This is an optimization exercise on Yosys and OpenROAD, whose aim is small area, not a production implementation.
At most, simulation tests tie the RTL to the original design; equivalence was not proved.
Power figures rest on the tool's default switching activity, not on a simulated workload.

Setup of JK:
// board
module board(
    input clk,
    input rst,
    input [11:0] passSW,
    input T1btn,
    input T0btn,
    input Cbtn,
    output bnkLED,
    output t1LED,
    output t0LED,
    input counterSW,
    input bankSW,
    input chPASS,
    output a,
    output b,
    output c,
    output d,
    output e,
    output f,
    output g,
    output an0,
    output an1,
    output an2,
    output an3,
    output Wait
    );
Size in the first run: roughly 720 cells after synthesis, roughly 100 flip-flops, about 35 I/O pins, roughly 5500 um2 of cells after synthesis.
clock: 10.0 ns
lec_check: 0
abc_area: 1
cap_margin: 20
core_margin: 2
core_utilization: 60
cts_buf_list: sky130_fd_sc_hd__clkbuf_8
cts_cluster_diameter: 100
cts_cluster_size: 30
slew_margin: 20
run.sh (not shown) runs the stock make flow with config.mk's settings and CLKGATE_MAP_FILE= SYNTH_SCRIPT=/design/flow/synth_recipe.tcl, a recipe that flattens the netlist after the stock synthesis.
The final layout from JK, which completed every stage, passed the timing, DRC and antenna checks at the end of the flow.
## Diff of input files: MS against JK
Settings: CTS_CLUSTER_SIZE removed (was 30); CTS_CLUSTER_DIAMETER removed (was 100); CTS_BUF_LIST removed (was sky130_fd_sc_hd__clkbuf_8); CORE_UTILIZATION changed from 60 to 40.
### Flow results
- Compared with JK, MS shows post-route standard cell area excluding fillers higher by about 3.3%.
- Going from JK to MS, combinational gate power about even, share of the core filled with cells in the final layout fell 22 points, global-route usage fell 7.4 points.


## north
Another version of the RTL of board (not shown whole).
Size: roughly 4900 sq um of cells after synthesis.
==> flow/config.mk <==
export PLATFORM = sky130hd
export DESIGN_NAME = board
export DESIGN_NICKNAME = board
export VERILOG_FILES = /design/flow/design.v
export SDC_FILE = /design/flow/constraint.sdc
export NUM_CORES = 4
export LEC_CHECK = 0
export CAP_MARGIN = 20
export CORE_MARGIN = 2
export CORE_UTILIZATION = 60
export SLEW_MARGIN = 20
==> flow/constraint.sdc <==
create_clock -name core_clock -period 10.0 [get_ports {clk}]
set_input_delay 2.0000 -clock core_clock [delete_from_list [all_inputs] [get_ports {clk}]]
set_output_delay 2.0000 -clock core_clock [all_outputs]
set_load 0.01 [all_outputs]
standard.sh (not shown) runs the stock make flow with config.mk's settings and CLKGATE_MAP_FILE= SYNTH_SCRIPT=/design/flow/synth_recipe.tcl, a recipe that flattens the netlist after the stock synthesis.
==> flow/flow/run.sh <==
#!/bin/bash
# Layout flow: the standard synthesis, then the combinational logic is
# re-mapped for area (registers kept as they are), then the standard ORFS
# layout with small port buffers and a clock tree without dummy loads.
set -euo pipefail
W=$(pwd)
F=$W/flow
R=$W/orfs/results/$FLOW_PLATFORM/board/base
L=$W/orfs/logs/$FLOW_PLATFORM/board/base

# 1. standard synthesis
bash standard.sh synth > $W/1_standard_synth.log 2>&1

# 2. area re-mapping of the combinational logic
cp $R/1_2_yosys.v $W/1_2_yosys_standard.v
DU=$(grep -o -- "-dont_use [A-Za-z0-9_]*" $L/1_2_yosys.log | awk '{print $2}' | sort -u | tr '\n' ' ')
REMAP_IN=$W/1_2_yosys_standard.v REMAP_OUT=$W/1_2_yosys_remap.v \
REMAP_LIB=$FLOW_HOME/platforms/$FLOW_PLATFORM/lib/sky130_fd_sc_hd__tt_025C_1v80.lib \
REMAP_ABC=$F/remap.abc REMAP_DONTUSE="$DU" \
  yosys -c $F/remap.tcl > $W/2_remap.log 2>&1
cp $W/1_2_yosys_remap.v $R/1_2_yosys.v
rm -f $R/1_synth.odb $R/1_synth.sdc
bash standard.sh synth > $W/3_synth_odb.log 2>&1

# 3. the rest of the standard layout
export BUFFER_PORTS_ARGS="-buffer_cell sky130_fd_sc_hd__buf_1"
export CTS_ARGS="-sink_clustering_enable -repair_clock_nets -dont_use_dummy_load -buf_list {sky130_fd_sc_hd__clkbuf_4 sky130_fd_sc_hd__clkbuf_8 sky130_fd_sc_hd__clkbuf_16}"
bash standard.sh > $W/4_standard_layout.log 2>&1
Other scripts of this flow, unchanged in this note and not shown: flow/flow/remap.abc, flow/flow/remap.tcl
north: flow completed, timing, DRC and antenna clean
Here is what was changed in the inputs of south compared with north.
--- a/flow/flow/run.sh
+++ b/flow/flow/run.sh
@@ -25,4 +25,4 @@
 # 3. the rest of the standard layout
 export BUFFER_PORTS_ARGS="-buffer_cell sky130_fd_sc_hd__buf_1"
-export CTS_ARGS="-sink_clustering_enable -repair_clock_nets -dont_use_dummy_load -buf_list {sky130_fd_sc_hd__clkbuf_4 sky130_fd_sc_hd__clkbuf_8 sky130_fd_sc_hd__clkbuf_16}"
+export CTS_ARGS="-sink_clustering_enable -repair_clock_nets -dont_use_dummy_load -buf_list sky130_fd_sc_hd__clkbuf_16 -sink_clustering_size 50 -sink_clustering_max_diameter 200"
 bash standard.sh > $W/4_standard_layout.log 2>&1
Notes after the runs:
- Detail-routed net length per standard cell for south is higher than for north.
- Combinational cell fraction of total power came out lower on south than on north.
- south against north: flip-flop and latch count shows no meaningful change; power picked up an extra 89 uW; core utilization increased 1.3 points; internal power rose 12%; sequential fraction of design power fell by 4.6 points.
- Side by side, switching power total turned out higher in south than in north.
No run of this note included a check of the RTL's function; only the layout flow was run.


Another version of the RTL of board (not shown whole).
Size in the first run: roughly 480 cells after synthesis, roughly 4400 um2 of cells after synthesis.
// board
module board(
    input clk,
    input rst,
    input [11:0] passSW,
    input T1btn,
    input T0btn,
    input Cbtn,
    output bnkLED,
    output t1LED,
    output t0LED,
    input counterSW,
    input bankSW,
    input chPASS,
    output a,
    output b,
    output c,
    output d,
    output e,
    output f,
    output g,
    output an0,
    output an1,
    output an2,
    output an3,
    output Wait
    );
export LEC_CHECK = 0
export ABC_AREA = 1
export CAP_MARGIN = 20
export CORE_MARGIN = 2
export CORE_UTILIZATION = 90
export SLEW_MARGIN = 20
create_clock -name core_clock -period 10.0 [get_ports {clk}]
==> flow/flow/run.sh <==
#!/bin/bash
# Layout flow: the standard synthesis, then the combinational logic is
# re-mapped for area (registers kept as they are), then the standard ORFS
# layout with small port buffers and a clock tree without dummy loads.
set -euo pipefail
W=$(pwd)
F=$W/flow
R=$W/orfs/results/$FLOW_PLATFORM/board/base
L=$W/orfs/logs/$FLOW_PLATFORM/board/base

# 1. standard synthesis
bash standard.sh synth > $W/1_standard_synth.log 2>&1

# 2. area re-mapping of the combinational logic
cp $R/1_2_yosys.v $W/1_2_yosys_standard.v
DU=$(grep -o -- "-dont_use [A-Za-z0-9_]*" $L/1_2_yosys.log | awk '{print $2}' | sort -u | tr '\n' ' ')
REMAP_IN=$W/1_2_yosys_standard.v REMAP_OUT=$W/1_2_yosys_remap.v \
REMAP_LIB=$FLOW_HOME/platforms/$FLOW_PLATFORM/lib/sky130_fd_sc_hd__tt_025C_1v80.lib \
REMAP_ABC=$F/abc REMAP_DONTUSE="$DU" \
  yosys -c $F/remap.tcl > $W/2_remap.log 2>&1
cp $W/1_2_yosys_remap.v $R/1_2_yosys.v
rm -f $R/1_synth.odb $R/1_synth.sdc
bash standard.sh synth > $W/3_synth_odb.log 2>&1

# 3. the rest of the standard layout
export BUFFER_PORTS_ARGS="-buffer_cell sky130_fd_sc_hd__buf_1"
export CTS_ARGS="-sink_clustering_enable -repair_clock_nets -dont_use_dummy_load -buf_list sky130_fd_sc_hd__clkbuf_8 -sink_clustering_size 30 -sink_clustering_max_diameter 100"
bash standard.sh > $W/4_standard_layout.log 2>&1
Other scripts of this flow, unchanged in this note and not shown: flow/flow/abc/d0.abc, flow/flow/abc/d5.abc, flow/flow/abc/e1.abc, flow/flow/abc/e2.abc, flow/flow/abc/e3.abc, flow/flow/abc/e6.abc, flow/flow/abc/e7.abc, flow/flow/remap.tcl
The baseline ended with an error in 3_1_place_gp_skip_io.
Then changed:
--- a/flow/config.mk
+++ b/flow/config.mk
@@ -9,4 +9,4 @@
 export CAP_MARGIN = 20
 export CORE_MARGIN = 2
-export CORE_UTILIZATION = 90
+export CORE_UTILIZATION = 80
 export SLEW_MARGIN = 20
The changed run ran to the end with no violations. Synthesized cell count stays the same. Synthesized area is unchanged.
Then changed:
==> flow/flow/abc/b1.abc (new file) <==
strash
dch
amap
topo
==> flow/flow/abc/c2.abc (new file) <==
strash
balance
rewrite
refactor
balance
rewrite -z
refactor -z
rewrite -z
balance
dch
amap
topo
==> flow/flow/abc/c6.abc (new file) <==
strash
dc2
dch
amap
topo
==> flow/flow/abc/c8.abc (new file) <==
strash
dch
amap -F 2 -A 50
topo
==> flow/flow/abc/f2.abc (new file) <==
strash
balance -l
rewrite -l
refactor -l
balance -l
rewrite -z -l
refactor -z -l
rewrite -z -l
balance -l
dch
amap
topo
==> flow/flow/abc/f4.abc (new file) <==
strash
dc2 -l
dch
amap
topo
==> flow/flow/abc/f5.abc (new file) <==
strash
irw
irws
dch
amap
topo
==> flow/flow/abc/f6.abc (new file) <==
strash
balance
rewrite
refactor
balance
rewrite -z
refactor -z
rewrite -z
balance
refactor -z -N 15
dch
amap
topo
==> flow/flow/abc/f7.abc (new file) <==
strash
multi -m
sop
fx
strash
dch
amap
topo
Effect: Utilization grows by 3.3 points. Setup slack improves by 0.99 ns. Hold slack improves by 0.0064 ns. Flip-flop and latch count does not change. Total power grows slightly. Clock power barely changes. Final area stays flat. Count of clock-buffer cells in the layout does not change. Clock skew grows by 0.011 ns.


the previous run:
The RTL this note starts from:
==> flow/design.v <==
`timescale 1ns / 1ps
module board(
    input clk,
    input rst,
    input [11:0] passSW,
    input T1btn,
    input T0btn,
    input Cbtn,
    output bnkLED,
    output t1LED,
    output t0LED,
    input counterSW,
    input bankSW,
    input chPASS,
    output a,
    output b,
    output c,
    output d,
    output e,
    output f,
    output g,
    output an0,
    output an1,
    output an2,
    output an3,
    output Wait
    );
  reg n0, n1, nc, T0btn_c, T1btn_c, Cbtn_c;
  reg s0, s1, sc, p0, p1, pc;
  always @(posedge clk or posedge rst)
    if (rst) begin
      n0 <= 1'b0; n1 <= 1'b0; nc <= 1'b0;
      T0btn_c <= 1'b0; T1btn_c <= 1'b0; Cbtn_c <= 1'b0;
    end else begin
      n0 <= T0btn; n1 <= T1btn; nc <= Cbtn;
      T0btn_c <= s0 & ~p0; T1btn_c <= s1 & ~p1; Cbtn_c <= sc & ~pc;
    end
  always @(posedge clk) begin
    s0 <= n0; s1 <= n1; sc <= nc;
    p0 <= s0; p1 <= s1; pc <= sc;
  end
  reg bankLed, T0led, T1led, WaitR, waitswho;
  reg [11:0] passT0, passT1;
  reg [7:0] C, O, totalCus;
  reg last1, trig;
  assign bnkLED = bankLed;
  assign t0LED = T0led;
  assign t1LED = T1led;
  assign Wait = WaitR;
  wire [2:0] operation = {bankSW, counterSW, chPASS};
  wire anyWaiting = (totalCus != C);
  wire readyForClose = (~(T1led | T0led) & ~anyWaiting) | ~bankLed;
  wire notRdyCls = ~readyForClose & bankSW;
  wire eq0 = (passSW == passT0);
  wire eq1 = (passSW == passT1);
  wire callEn = (operation == 3'b000) & anyWaiting;
  wire call0 = callEn & T0btn_c & T0led;
  wire call1 = callEn & ~(T0btn_c & T0led) & T1btn_c & T1led;
  wire callAny = call0 | call1;
  wire swap = call1 ? ~last1 : last1;    
  always @(posedge clk or posedge rst)
    if (rst) C <= 8'd0;
    else C <= C + {7'd0, callAny};
  always @(posedge clk)
    if (rst | (callAny & swap)) O <= C;
  always @(posedge clk or posedge rst)
    if (rst) last1 <= 1'b0;
    else if (callAny) last1 <= call1;
  always @(posedge clk or posedge rst)
    if (rst) begin
      bankLed <= 1'b0;
      T0led <= 1'b0;
      T1led <= 1'b0;
      WaitR <= 1'b0;
    end else
      case (operation)
        3'b100:
          if (readyForClose) begin
            if (WaitR) begin
              if (waitswho ? (eq1 & T1btn_c) : (eq0 & T0btn_c)) begin
                bankLed <= ~bankLed;
                WaitR <= 1'b0;
              end
            end else if ((eq0 & T0btn_c) | (eq1 & T1btn_c)) WaitR <= 1'b1;
          end
        3'b010:
          if (eq0 & T0btn_c) T0led <= ~T0led;
          else if (eq1 & T1btn_c) T1led <= ~T1led;
        3'b001:
          if (WaitR) begin
          end else if ((eq0 & T0btn_c) | (eq1 & T1btn_c)) WaitR <= 1'b1;
        default: WaitR <= 1'b0;
      endcase
  wire chWait = (operation == 3'b001) & WaitR;
  wire [11:0] passIn = passSW & {12{~rst}};
  always @(posedge clk) begin
    if (rst | (chWait & ~waitswho & T0btn_c)) passT0 <= passIn;
    if (rst | (chWait & waitswho & T1btn_c)) passT1 <= passIn;
  end
  always @(posedge clk)
    if (~WaitR) begin
      if (operation == 3'b100 & readyForClose) begin
        if (eq0 & T0btn_c) waitswho <= 1'b1;
        else if (eq1 & T1btn_c) waitswho <= 1'b0;
      end else if (operation == 3'b001) begin
        if (eq0 & T0btn_c) waitswho <= 1'b0;
        else if (eq1 & T1btn_c) waitswho <= 1'b1;
      end
    end
  always @(posedge clk) begin
    totalCus <= bankLed ? totalCus + {7'd0, Cbtn_c} : 8'd0;
    trig <= bankLed & Cbtn_c;
  end
  wire queueActive, blinkOff;
  queueTimer qt(.clk(clk), .rst(rst), .trig(trig), .queueActive(queueActive), .blinkOff(blinkOff));
  ssdDrive disp(.clk(clk), .rst(rst), .bankLed(bankLed), .blinkOff(blinkOff),
    .queueActive(queueActive), .notRdyCls(notRdyCls), .totalCus(totalCus),
    .C(C), .O(O), .last1(last1),
    .a(a), .b(b), .c(c), .d(d), .e(e), .f(f), .g(g),
    .an0(an0), .an1(an1), .an2(an2), .an3(an3));
endmodule
module queueTimer(clk, rst, trig, queueActive, blinkOff);
  parameter Q = 25000;           
  parameter W = 15;              
  input clk, rst, trig;
  output queueActive, blinkOff;
  localparam [W-1:0] QM = Q;         
  localparam [W-1:0] EM = Q - 4;     
  localparam [W-1:0] EM1 = Q - 3;    
  reg [W-1:0] B;
  reg [1:0] P, st;
  reg L, cR, qR;
  assign queueActive = cR;
  assign blinkOff = st[0];
  wire bQ = ((B & QM) == QM);
  wire qsig = qR & bQ;                                              
  wire csig = cR & (P == 2'd3) & ((B & EM) == EM) & (B[0] | L);     
  wire run = qR | cR;
  always @(posedge clk or posedge rst)
    if (rst) begin
      st <= 2'd0;
      cR <= 1'b0;
      qR <= 1'b0;
    end else begin
      st <= (st == 2'd3) ? 2'd0 : st + {1'b0, qsig};
      if (csig) cR <= 1'b0;
      else if (trig) cR <= 1'b1;
      if (qsig) qR <= (st != 2'd2);
      else if (trig) qR <= 1'b1;
    end
  always @(posedge clk) begin
    if (trig) begin
      B <= {{(W-1){1'b0}}, ~qsig};
      P <= 2'd0;
      L <= qsig;
    end else if (bQ | csig) begin
      B <= {W{1'b0}};
      P <= P + 2'd1;
    end else begin
      B <= B + {{(W-1){1'b0}}, run};
    end
  end
endmodule
module ssdDrive(clk, rst, bankLed, blinkOff, queueActive, notRdyCls, totalCus,
  C, O, last1, a, b, c, d, e, f, g, an0, an1, an2, an3);
  input clk, rst, bankLed, blinkOff, queueActive, notRdyCls, last1;
  input [7:0] totalCus, C, O;
  output a, b, c, d, e, f, g, an0, an1, an2, an3;
  localparam BL = 5'b11111, LL = 5'b10001, RR = 5'b11010;
  reg [4:0] k;
  reg [3:0] h;       
  reg [4:0] code;
  wire adv = k[4] & k[3] & ~k[0];
  wire [3:0] hn = {h[2], h[1], h[0], ~(h[0] | h[1] | h[2])};
  wire [3:0] S = rst ? 4'd0 : (adv ? hn : h);    
  wire lo = S[0] | S[2];
  wire right = S[0] | S[1];
  wire [3:0] tN = lo ? totalCus[3:0] : totalCus[7:4];
  wire [3:0] cN = lo ? C[3:0] : C[7:4];
  wire [3:0] oN = lo ? O[3:0] : O[7:4];
  wire useO = ~right ^ last1;
  wire showTot = right & (queueActive | notRdyCls);
  wire subC = right & ~queueActive & notRdyCls;
  wire bin = subC & ~lo & (totalCus[3:0] < C[3:0]);
  wire [3:0] p1 = showTot ? tN : (useO ? oN : cN);
  wire [3:0] p2 = subC ? cN : 4'd0;
  wire [3:0] numv = p1 - p2 - {3'd0, bin};
  wire [4:0] num = {1'b0, numv};
  reg [4:0] sel;
  always @(*) begin
    if (S == 4'd0) sel = BL;
    else if (!bankLed) sel = S[0] ? 5'd13 : S[1] ? 5'd5 : S[2] ? LL : 5'd12;
    else if (blinkOff) sel = BL;
    else if (queueActive) sel = right ? num : BL;
    else if (notRdyCls) sel = right ? num : S[2] ? 5'd12 : RR;
    else sel = num;
  end
  always @(posedge clk) begin
    k <= rst ? 5'd31 : (adv ? 5'd0 : k + 5'd1);
    h <= S;
    code <= sel;
  end
  assign {an3, an2, an1, an0} = ~h;
  localparam [111:0] HEX = 112'b0111000011000010000100110001110000000010000000100000000000011110100000010010010011000000110001001010011110000001;
  wire [6:0] hx = HEX[code[3:0]*7 +: 7];
  wire [6:0] seg = code[4] ? {3'b111, code[3:0]} : hx;
  assign {g, f, e, d, c, b, a} = seg;
endmodule
==> flow/config.mk <==
export PLATFORM = sky130hd
export DESIGN_NAME = board
export DESIGN_NICKNAME = board
export VERILOG_FILES = /design/flow/design.v
export SDC_FILE = /design/flow/constraint.sdc
export NUM_CORES = 4
export LEC_CHECK = 0
export ABC_AREA = 1
export CAP_MARGIN = 20
export CORE_MARGIN = 2
export CORE_UTILIZATION = 60
export SLEW_MARGIN = 20
==> flow/constraint.sdc <==
create_clock -name core_clock -period 10.0 [get_ports {clk}]
set_input_delay 2.0000 -clock core_clock [delete_from_list [all_inputs] [get_ports {clk}]]
set_output_delay 2.0000 -clock core_clock [all_outputs]
set_load 0.01 [all_outputs]
==> flow/flow/run.sh <==
#!/bin/bash
# Layout flow: the standard synthesis, then the combinational logic is
# re-mapped for area (registers kept as they are), then the standard ORFS
# layout with small port buffers and a clock tree without dummy loads.
set -euo pipefail
W=$(pwd)
F=$W/flow
R=$W/orfs/results/$FLOW_PLATFORM/board/base
L=$W/orfs/logs/$FLOW_PLATFORM/board/base

# 1. standard synthesis
bash standard.sh synth > $W/1_standard_synth.log 2>&1

# 2. area re-mapping of the combinational logic
cp $R/1_2_yosys.v $W/1_2_yosys_standard.v
DU=$(grep -o -- "-dont_use [A-Za-z0-9_]*" $L/1_2_yosys.log | awk '{print $2}' | sort -u | tr '\n' ' ')
REMAP_IN=$W/1_2_yosys_standard.v REMAP_OUT=$W/1_2_yosys_remap.v \
REMAP_LIB=$FLOW_HOME/platforms/$FLOW_PLATFORM/lib/sky130_fd_sc_hd__tt_025C_1v80.lib \
REMAP_ABC=$F/abc REMAP_DONTUSE="$DU" \
  yosys -c $F/remap.tcl > $W/2_remap.log 2>&1
cp $W/1_2_yosys_remap.v $R/1_2_yosys.v
rm -f $R/1_synth.odb $R/1_synth.sdc
bash standard.sh synth > $W/3_synth_odb.log 2>&1

# 3. the rest of the standard layout
export BUFFER_PORTS_ARGS="-buffer_cell sky130_fd_sc_hd__buf_1"
export CTS_ARGS="-sink_clustering_enable -repair_clock_nets -dont_use_dummy_load -buf_list {sky130_fd_sc_hd__clkbuf_4 sky130_fd_sc_hd__clkbuf_8 sky130_fd_sc_hd__clkbuf_16}"
bash standard.sh > $W/4_standard_layout.log 2>&1
Other scripts of this flow, unchanged in this note and not shown: flow/flow/abc/d0.abc, flow/flow/abc/d5.abc, flow/flow/abc/e1.abc, flow/flow/abc/e2.abc, flow/flow/abc/e3.abc, flow/flow/abc/e6.abc, flow/flow/abc/e7.abc, flow/flow/remap.tcl
The previous run completed end to end with timing, DRC and antenna clean.
Input changes introduced in the current run (baseline for comparison: the previous run):
--- a/flow/flow/run.sh
+++ b/flow/flow/run.sh
@@ -26,3 +26,3 @@
 export BUFFER_PORTS_ARGS="-buffer_cell sky130_fd_sc_hd__buf_1"
-export CTS_ARGS="-sink_clustering_enable -repair_clock_nets -dont_use_dummy_load -buf_list {sky130_fd_sc_hd__clkbuf_4 sky130_fd_sc_hd__clkbuf_8 sky130_fd_sc_hd__clkbuf_16}"
+export CTS_ARGS="-sink_clustering_enable -repair_clock_nets -dont_use_dummy_load -buf_list sky130_fd_sc_hd__clkbuf_8 -sink_clustering_size 30 -sink_clustering_max_diameter 100"
 bash standard.sh > $W/4_standard_layout.log 2>&1
--- outcome ---
- | number of flip-flops and latches | the current run vs the previous run | ≈ equal |
- Looking at the current run and the previous run, the number of buffers other than clock buffers in the final layout is a wash.
- Total global routing overflow came out exactly the same in the current run and the previous run.
No run of this note included a check of the RTL's function; only the layout flow was run.

separate check: timing with driven ports:
The results above use ideal ports. As a check the final layouts listed here were re-extracted and re-timed, cells and wires unchanged.
Step 1 assumes that a clkbuf_16 drives the clock port and a buf_2 every other input.
Step 2 moves the port delays by t, midway between the first and last clock arrival at a register: inputs arrive t later, outputs are due t later. That takes back most of the time a late clock gives input paths.
Three values: ideal ports, drivers, drivers and shift; two values: the first two.
run | t, ns | slack for setup (ns) | latest minus earliest clock arrival (ns)
JK | 0.398 | 4.793 / 4.805 / 4.407 | 0.014 / 0.014
MS | 0.384 | 4.778 / 4.797 / 4.413 | 0.010 / 0.011
north | 0.384 | 5.385 / 5.393 / 5.008 | 0.046 / 0.045
south | 0.378 | 5.381 / 5.399 / 5.022 | 0.033 / 0.033
the second run of note 3 | 0.389 | 2.775 / 2.779 / 2.391 | 0.028 / 0.027
the third run of note 3 | 0.377 | 3.769 / 3.770 / 3.393 | 0.038 / 0.038
the previous run | 0.382 | 4.089 / 4.101 / 3.720 | 0.020 / 0.019
the current run | 0.382 | 4.089 / 4.101 / 3.720 | 0.020 / 0.019
After both steps every run listed still meets setup and hold. The setup slack of JK, which loses most, moves by +0.012 ns with the drivers and by -0.386 ns with both steps.
